What follows belongs to an exercise in optimizing a design on an open flow for small area; a production flow would make more cautious choices.
No driver is modelled on the clock port, so clocking that relies on it looks cheaper here than on a real chip.
Power is estimated from default activity; no workload was simulated.

Design GoodButFixBallMotion, start of the top module:
module GoodButFixBallMotion(
		input        CLOCK_50,
		input        resetn,
		input  [3:0] KEY,
		output [7:0] x,
		output [6:0] y,
		output [2:0] colour,
		output       plot
	);
Size in the first run: ~490 cells after synthesis, roughly 25 I/O pins, roughly 3200 um^2 of cells after synthesis.
export LEC_CHECK = 0
export ABC_AREA = 1
export CAP_MARGIN = 20
export CORE_MARGIN = 2
export CORE_UTILIZATION = 40
export GPL_TIMING_DRIVEN = 0
export SLEW_MARGIN = 20
create_clock -name core_clock -period 10.0 [get_ports {CLOCK_50}]
standard.sh (not shown) runs the stock make flow with config.mk's settings and CLKGATE_MAP_FILE= SYNTH_SCRIPT=/design/flow/synth_recipe.tcl, a recipe that flattens the netlist after the stock synthesis.
==> flow/flow/run.sh <==
#!/bin/bash
# Own layout flow: the standard synthesis, then an area re-mapping of its
# combinational logic (flip-flops untouched; each candidate is checked
# equivalent to the standard netlist with ABC's cec, and the smallest is kept),
# then the standard layout with buf_1 port buffers and a clock tree of two
# clkbuf_16 buffers (the standard CTS, without dummy loads, as a fallback).
set -euo pipefail
WORK=$(pwd)
FLOWDIR=$WORK/flow
R=$WORK/orfs/results/$FLOW_PLATFORM/GoodButFixBallMotion/base
LIB=$FLOW_HOME/platforms/$FLOW_PLATFORM/lib/sky130_fd_sc_hd__tt_025C_1v80.lib

export BUFFER_PORTS_ARGS="-buffer_cell sky130_fd_sc_hd__buf_1"
export CTS_ARGS="-sink_clustering_enable -repair_clock_nets -dont_use_dummy_load"

bash standard.sh synth > $WORK/synth.log 2>&1

cp $R/1_2_yosys.v $WORK/std_netlist.v
yosys -q -l $WORK/blif_std_netlist.log -p "read_liberty -ignore_miss_func $LIB; read_verilog $WORK/std_netlist.v; hierarchy -top $FLOW_TOP; flatten; opt_clean; techmap; opt_clean; write_blif -gates $WORK/std_netlist.blif" > /dev/null 2>&1

DU=""
for c in $(cat $FLOWDIR/dont_use.txt); do DU="$DU -dont_use $c"; done
NC=${NUM_CORES:-4}
cands=""
for t in $(seq 1 16); do
  ROUND="strash;\&get,-n;\&deepsyn,-T,15,-S,$t;\&put;dch;amap"
  sed -e "s#@LIB@#$LIB#g" -e "s#@IN@#$WORK/std_netlist.v#" -e "s#@TOP@#$FLOW_TOP#g" \
      -e "s#@DONTUSE@#$DU#" -e "s#@OUT@#$WORK/reopt_$t.v#" \
      -e "s#@SCRIPT@#$ROUND;$ROUND;$ROUND;topo#" \
      $FLOWDIR/reopt.ys.in > $WORK/reopt_$t.ys
  ( yosys -l $WORK/reopt_$t.log -q $WORK/reopt_$t.ys > /dev/null 2>&1 &&
    yosys -q -l $WORK/blif_reopt_$t.log -p "read_liberty -ignore_miss_func $LIB; read_verilog $WORK/reopt_$t.v; hierarchy -top $FLOW_TOP; flatten; opt_clean; techmap; opt_clean; write_blif -gates $WORK/reopt_$t.blif" > /dev/null 2>&1 &&
    yosys-abc -c "cec -n $WORK/std_netlist.blif $WORK/reopt_$t.blif" > $WORK/cec_$t.log 2>&1 ) || true &
  cands="$cands $t"
  if (( t % NC == 0 )); then wait; fi
done
wait
best=""
for t in $cands; do
  if [[ -f $WORK/cec_$t.log ]] && grep -q "Networks are equivalent" $WORK/cec_$t.log; then
    a=$(grep "Chip area" $WORK/reopt_$t.log | tail -1 | awk '{print $NF}')
    echo "candidate $t area $a" >> $WORK/reopt_choice.log
    if [[ -z "$best" ]] || awk "BEGIN{exit !($a < $besta)}"; then best=$t; besta=$a; fi
  else
    echo "candidate $t not proven equivalent" >> $WORK/reopt_choice.log
  fi
done
if [[ -n "$best" ]]; then
  echo "using candidate $best" >> $WORK/reopt_choice.log
  cp $WORK/reopt_$best.v $WORK/chosen.v
  # stronger drivers for the nets of highest fanout (the reset), checked again
  if python3 $FLOWDIR/upsize.py $LIB $WORK/reopt_$best.v $WORK/upsized.v 20 $FLOWDIR/dont_use.txt > $WORK/upsize.log 2>&1 &&
     yosys -q -l $WORK/blif_upsized.log -p "read_liberty -ignore_miss_func $LIB; read_verilog $WORK/upsized.v; hierarchy -top $FLOW_TOP; flatten; opt_clean; techmap; opt_clean; write_blif -gates $WORK/upsized.blif" > /dev/null 2>&1 &&
     yosys-abc -c "cec -n $WORK/std_netlist.blif $WORK/upsized.blif" > $WORK/cec_upsized.log 2>&1 &&
     grep -q "Networks are equivalent" $WORK/cec_upsized.log; then
    cp $WORK/upsized.v $WORK/chosen.v
    echo "upsized high-fanout drivers" >> $WORK/reopt_choice.log
  fi
  cp $WORK/chosen.v $R/1_2_yosys.v
  touch $R/1_2_yosys.v
else
  echo "no equivalent candidate, keeping the standard netlist" >> $WORK/reopt_choice.log
fi

# placement, then a clock tree of two strong buffers in place of CTS (the
# standard CTS is kept if its clock slew estimate is too high)
bash standard.sh place > $WORK/place.log 2>&1
if LIB=$LIB IN_ODB=$R/3_place.odb IN_SDC=$R/3_place.sdc OUT_ODB=$WORK/clock.odb OUT_SDC=$WORK/clock.sdc \
   NBUF=2 CLKBUF=sky130_fd_sc_hd__clkbuf_16 CLKNET=CLOCK_50 MAX_SLEW=0.115 \
   openroad -no_init -exit $FLOWDIR/clock.tcl > $WORK/clock.log 2>&1 && [[ -f $WORK/clock.odb && -f $WORK/clock.sdc ]]; then
  cp $WORK/clock.odb $R/4_1_cts.odb
  sleep 1
  cp $WORK/clock.odb $R/4_cts.odb
  sleep 1
  cp $WORK/clock.sdc $R/4_cts.sdc
  echo "own clock tree" >> $WORK/reopt_choice.log
else
  echo "standard CTS" >> $WORK/reopt_choice.log
fi

bash standard.sh > $WORK/layout.log 2>&1
Other scripts of this flow, unchanged in this note and not shown: flow/flow/clock.tcl, flow/flow/dont_use.txt, flow/flow/reopt.ys.in, flow/flow/upsize.py
Edit:
--- a/flow/design.v
+++ b/flow/design.v
@@ -11,59 +11,53 @@
 	reg  [7:0] X;
 	reg  [6:0] Y;
 	reg        C;
 	reg  [6:0] P1, P2;      
 	reg  [6:0] BX;          
 	reg  [6:0] BY;          
 	reg        VXN;         
 	reg  [2:0] VY;          
-	reg        K;           
 	wire [2:0] mode_d;
 	wire [7:0] X_d;
 	wire [6:0] Y_d, P1_d, P2_d, BX_d, BY_d;
 	wire       C_d, VXN_d;
 	wire [2:0] VY_d;
-	wire       K_d;
-	pong_next nx(resetn, KEY, mode, X, Y, C, P1, P2, BX, BY, VXN, VY, K,
-		mode_d, X_d, Y_d, C_d, P1_d, P2_d, BX_d, BY_d, VXN_d, VY_d, K_d,
-		x, y, colour, plot);
+	pong_next nx(resetn, KEY, mode, X, Y, C, P1, P2, BX, BY, VXN, VY,
+		mode_d, X_d, Y_d, C_d, P1_d, P2_d, BX_d, BY_d, VXN_d, VY_d, x, y, colour, plot);
 	always @(posedge CLOCK_50) begin
 		mode <= mode_d;
 		X    <= X_d;
 		Y    <= Y_d;
 		C    <= C_d;
 		P1   <= P1_d;
 		P2   <= P2_d;
 		BX   <= BX_d;
 		BY   <= BY_d;
 		VXN  <= VXN_d;
 		VY   <= VY_d;
-		K    <= K_d;
 	end
 endmodule
 module pong_next(
 		input            resetn,
 		input      [3:0] KEY,
 		input      [2:0] mode,
 		input      [7:0] X,
 		input      [6:0] Y,
 		input            C,
 		input      [6:0] P1, P2, BX, BY,
 		input            VXN,
 		input      [2:0] VY,
-		input            K,
 		output reg [2:0] mode_d,
 		output reg [7:0] X_d,
 		output reg [6:0] Y_d,
 		output reg       C_d,
 		output reg [6:0] P1_d, P2_d, BX_d, BY_d,
 		output reg       VXN_d,
 		output reg [2:0] VY_d,
-		output           K_d,
 		output     [7:0] x,
 		output     [6:0] y,
 		output     [2:0] colour,
 		output           plot
 	);
 	function ge8(input [7:0] a, input [7:0] k);
 		integer i;
 		begin
@@ -149,21 +143,21 @@
 	wire [7:0] yinc8 = inc8({1'b0, Y});
 	wire [6:0] yinc = yinc8[6:0];
 	wire       psel = upd ? BX[6] : xo[7];
 	wire [6:0] Pm   = psel ? P2 : P1;
 	wire [6:0] Am   = upd ? BY : Y;
 	wire [7:0] S    = diff7(Am, Pm);        
 	wire       pm6  = (Pm[6:3] != 4'd0) | (Pm[2] & Pm[1]);    
 	wire       pm7  = (Pm[6:3] != 4'd0) | (&Pm[2:0]);         
-	wire k     = (xinc[7:1] == BX);
-	assign K_d = k;
-	wire in_bx = (BX != 7'd0) & (k | (K & xo[0]) | (dup & (BX == 7'd79)));
+	wire [6:0] u    = xo[7:1];
+	wire in_bx = (BX != 7'd0) & ((u == BX) | (xo[0] & (xinc[7:1] == BX)));
 	wire [7:0] SB   = diff7(Y, BY);         
-	wire in_by = (BY[6:1] != 6'd0) & ((Y == BY) | (yinc == BY) | ({1'b0, Y} == {1'b0, BY} + 8'd1));
+	wire [7:0] byp  = inc8({1'b0, BY});
+	wire in_by = (BY[6:1] != 6'd0) & ((Y[6:1] == BY[6:1]) | (yinc8[7:1] == byp[7:1]));
 	wire in_p  = pm6 & ge8(S, 8'd122) & le8(S, 8'd132) &
 	             (xo == 8'd3 || xo == 8'd4 || xo == 8'd155 || xo == 8'd156);
 	wire f = in_p | (in_bx & in_by);
 	wire near6 = ge8(S, 8'd121) & le8(S, 8'd133) & pm6;   
 	wire face1 = (BX == 7'd3)  & near6;
 	wire face2 = (BX == 7'd76) & ge8(S, 8'd120) & le8(S, 8'd134) & pm7;
 	wire side  = ((BX == 7'd2) | (BX == 7'd77)) & near6;
 	wire wall  = ((BY == 7'd2) | (BY == 7'd117)) & (BX[6:1] != 6'd0) &
=>
- global-route usage rose by 0.85 points
- synthesized cell count rose by 1.8%
- die area rose by 0.55%
- power rose by about 30%
- sequential power rose by about 5%
No functional check of the RTL was part of any run of this note.

[afterwards: timing with drivers on the ports]
How much do the figures lean on ideal ports? The routed layouts below were timed once more, with nothing changed but the port constraints. Step 1, drivers: a clkbuf_16 drives CLOCK_50 and a buf_2 each remaining input, both assumed. Step 2 times the ports against the registers' clock, not the clock port: input delays grow and output delays shrink by t, the midpoint of the rising clock arrivals with the driver on. Slacks: ideal / step 1 / step 2; pairs: ideal / step 1.
run	t, ns	slack for setup (ns)	worst hold slack (ns)
the first run	0.215	2.407 / 2.407 / 2.407	0.483 / 0.483 / 0.483
the second run	0.213	2.990 / 2.990 / 2.990	0.498 / 0.498 / 0.498
After both steps every run listed still meets setup and hold.
